Context: an optimization exercise on an open-source flow, tuned for small area, a short achievable clock period and few clock cycles. The choices shown serve that exercise and are no tape-out recipe. Only simulation tests tie the RTL to the original design; equivalence was not proved. Power and IR drop assume default switching activity.

run A:
==> flow/design.v (excerpt) <==
module top(
	input clk, rst_n,
	output [5:0] mem_raddr,
	input [31:0] mem_rdata,
	output mem_we,
	output [5:0] mem_waddr,
	output [31:0] mem_wdata
);
localparam NB = 4;               
reg [5:0]  raddr_q;      
reg        ra_fetch;     
reg [5:0]  npc;          
reg        fvalid;       
reg [5:0]  fpc;          
reg        fhit;         
reg [NB-1:0] bv;
reg [5:0]  btag [0:NB-1];
reg [5:0]  btgt [0:NB-1];
reg [1:0]  brr;          
reg        svalid;
reg [31:0] sk_word;
reg [5:0]  spc;
reg        sredir;
reg        dvalid;
reg [31:0] ir;
reg [31:0] dsel_a, dsel_b;
reg        fa_q, fb_q;   
reg [31:0] rv;           
reg [5:0]  dpc;
reg        dredir;       
reg        dpend;        
reg [5:0]  dtgt;         
reg        evalid;
reg        e_add, e_lw, e_sw, e_bgtz, e_j, e_pred;
reg [31:0] e_a, e_b;
reg [5:0]  e_maddr;
reg [4:0]  e_dest;
reg [5:0]  e_pc, e_tgt;
reg        we_q;         
reg        lwb;          
reg        kill;         
integer i;
wire       f_redir;
wire [5:0] f_tgt;
pc pd(.word(mem_rdata), .wpc(fpc), .redir(f_redir), .tgt(f_tgt));
wire       s_redir_unused;
wire [5:0] s_tgt;
pc pds(.word(sk_word), .wpc(spc), .redir(s_redir_unused), .tgt(s_tgt));
wire f_isb = mem_rdata[31:26] == 6'b000111;
wire [31:0] sum;
wire        gtz;
alu alu_1(.alu_a(e_a), .alu_b(e_b), .alu_out(sum), .gtz(gtz));
wire e_go = evalid & ~kill;
wire e_lw0 = e_go & e_lw;           
wire        rf_we = (e_go & e_add) | lwb;
wire [31:0] rf_wd = lwb ? mem_rdata : sum;
wire d_add, d_addi, d_lw, d_sw, d_bgtz;
cu dec(.op(ir[31:26]), .is_add(d_add), .is_addi(d_addi), .is_lw(d_lw),
       .is_sw(d_sw), .is_bgtz(d_bgtz));
wire d_j = ir[31:26] == 6'b000010;
wire [4:0] rs = ir[25:21];
wire [4:0] rt = ir[20:16];
wire [31:0] r1, r2;
reg_file register(
	.clk(clk),
	.r1_sel(dsel_a), .r2_sel(dsel_b),
	.r3_addr(e_dest), .r3_din(rf_wd), .r3_wr(rf_we),
	.r1_dout(r1), .r2_dout(r2)
);
wire [31:0] simm;
sign_extend se(.imm(ir[15:0]), .ext(simm));
wire fwd_a = fa_q;
wire fwd_b = fb_q;
  ...
==> flow/config.mk <==
export PLATFORM = sky130hd
export DESIGN_NAME = top
export DESIGN_NICKNAME = top
export VERILOG_FILES = /design/flow/design.v
export SDC_FILE = /design/flow/constraint.sdc
export NUM_CORES = 8
export LEC_CHECK = 0
export ABC_CLOCK_PERIOD_IN_PS = 3000
export CAP_MARGIN = 20
export CORE_MARGIN = 2
export CORE_UTILIZATION = 25
export PLACE_DENSITY = 0.45
export SETUP_SLACK_MARGIN = 5
export SLEW_MARGIN = 20
==> flow/constraint.sdc <==
create_clock -name core_clock -period 10.0 [get_ports {clk}]
set_input_delay 2.0000 -clock core_clock [delete_from_list [all_inputs] [get_ports {clk}]]
set_output_delay 2.0000 -clock core_clock [all_outputs]
set_load 0.01 [all_outputs]
standard.sh (not shown) runs the stock make flow with config.mk's settings and CLKGATE_MAP_FILE= SYNTH_SCRIPT=/design/flow/synth_recipe.tcl, a recipe that flattens the netlist after the stock synthesis.
==> flow/flow/run.sh <==
#!/bin/bash
set -euo pipefail
bash standard.sh synth > synth.log 2>&1
bash standard.sh SETUP_SLACK_MARGIN=6.8 \
  "CTS_ARGS=-sink_clustering_enable -repair_clock_nets -dont_use_dummy_load -sink_clustering_buffer sky130_fd_sc_hd__clkbuf_8" \
  finish > layout.log 2>&1
Testbench counts of run A, summed over its fixed seeds: cycles 18,334.
For run B, these inputs were changed with respect to run A:
==> flow/flow/run.sh <==
#!/bin/bash
set -euo pipefail
bash standard.sh synth > synth.log 2>&1
bash standard.sh SETUP_SLACK_MARGIN=6.8 finish > layout.log 2>&1
- Run B finished every step from synthesis to the final layout, and the layout passed the timing, design-rule and antenna checks.
- Run B vs run A, worst setup path endpoint: mem_we vs raddr_q[5]$_SDFF_PN0_
- For run B, the start point of the critical path was we_q$_DFF_PN0_, unlike run A, where it was mem_rdata[30].
- Compared with run A, run B shows a higher power after layout.
- Run B against run A: final net count -77, number of antenna violations at the first check in global routing -10, clock power +about 30%.
--- input diff run B..run C ---
==> flow/flow/run.sh <==
#!/bin/bash
set -euo pipefail
bash standard.sh synth > synth.log 2>&1
bash standard.sh SETUP_SLACK_MARGIN=6.8 \
  "BUFFER_PORTS_ARGS=-buffer_cell sky130_fd_sc_hd__buf_4" \
  "CTS_ARGS=-sink_clustering_enable -repair_clock_nets -dont_use_dummy_load -sink_clustering_size 20 -sink_clustering_max_diameter 120" \
  finish > layout.log 2>&1
Notes after the runs:
- Run C — fraction of power consumed by sequential logic 4.7 points higher, run B as reference
- Area of the placeable core: run B vs run C identical
- Run B → run C: worst hold margin level; final cell count moved down; number of logic stages on the critical path including buffering moved up; sequential cell area level; worst-case headroom to the max-slew limit moved down.
Here is what was changed in the inputs of run D compared with run C.
==> flow/flow/run.sh <==
#!/bin/bash
set -euo pipefail
bash standard.sh synth > synth.log 2>&1
bash standard.sh SETUP_SLACK_MARGIN=6.8 \
  "CTS_ARGS=-sink_clustering_enable -repair_clock_nets -dont_use_dummy_load -sink_clustering_size 20 -sink_clustering_max_diameter 120" \
  finish > layout.log 2>&1
Findings:
The higher headroom to the max-slew limit came out of run D.
Share of cell area taken by flip-flops and latches: run C vs run D, no meaningful difference
Per the comparison of run D with run C, minimum clock period after layout now smaller; largest clock skew in the final design now smaller; total cell area at the placement stage comparable.
When the final numbers for run D and run C were put side by side, the worst slack on hold paths turned out to be smaller in run C.
Comparing global-route wire length before repair for run D and run C, the bigger number came from run D.
Between run D and run C, the number of cells after detailed placement figures differ only marginally.
Run D does worse than run C on placement-stage worst setup slack.
Run D — fraction of power consumed by the clock network 0.4 points higher, run C as reference
Run D vs run C on final setup slack of the worst path: run D is the higher one.
Setup changes, run D to run E
==> flow/flow/run.sh <==
#!/bin/bash
set -euo pipefail
bash standard.sh synth > synth.log 2>&1
bash standard.sh SETUP_SLACK_MARGIN=6.65 finish > layout.log 2>&1
==> results.txt <==
- Both conditions hold for run E: the flow ran to the end and the final layout passed the timing, design-rule and antenna checks.
- As far as max-cap violation count goes, run E and run D are indistinguishable; the numbers are identical.
- Summary — synthesis-to-layout area growth, run E relative to run D: higher, by 2.3 points.
- There was hardly any difference in power in sequential cells between run E and run D.
- Going from run D to run E, non-clock buffer count went down, core utilization now sits higher, minimum setup slack in the final design rose by 5.7 ps, number of placed cells counting well taps about even.

-- afterwards: timing with drivers on the ports --
The flow's constraints put no driver on any port. The routed layouts listed below were extracted and timed again, unchanged, in two steps.
Step 1 (the two cells are an assumption about what drives the block):
set clk [get_ports {clk}]
set_driving_cell -lib_cell sky130_fd_sc_hd__clkbuf_16 $clk
set_driving_cell -lib_cell sky130_fd_sc_hd__buf_2 [delete_from_list [all_inputs] $clk]
Step 2 times the ports against the registers' clock, not the clock port: input delays grow and output delays shrink by t, the midpoint of the rising clock arrivals with the driver on.
Slacks: no drivers / after step 1 / after step 2; pairs: no drivers / after step 1.
run	t, ns	slack for setup (ns)	hold slack, ns	worst slew at a driven data input, ns
run A	0.892	6.649 / 6.549 / 5.837	0.349 / 0.349 / 0.349	0.10
run B	0.913	6.621 / 6.517 / 5.889	0.348 / 0.348 / 0.348	0.10
run C	0.821	6.559 / 6.559 / 5.906	0.349 / 0.349 / 0.349	0.10
run D	0.807	6.606 / 6.594 / 5.867	0.354 / 0.354 / 0.354	0.11
run E	0.919	6.612 / 6.512 / 5.828	0.343 / 0.343 / 0.343	0.10
After both steps setup and hold are still met in every run listed. The setup slack of run A, which loses most, moves by -0.100 ns with the drivers and by -0.812 ns with both steps.
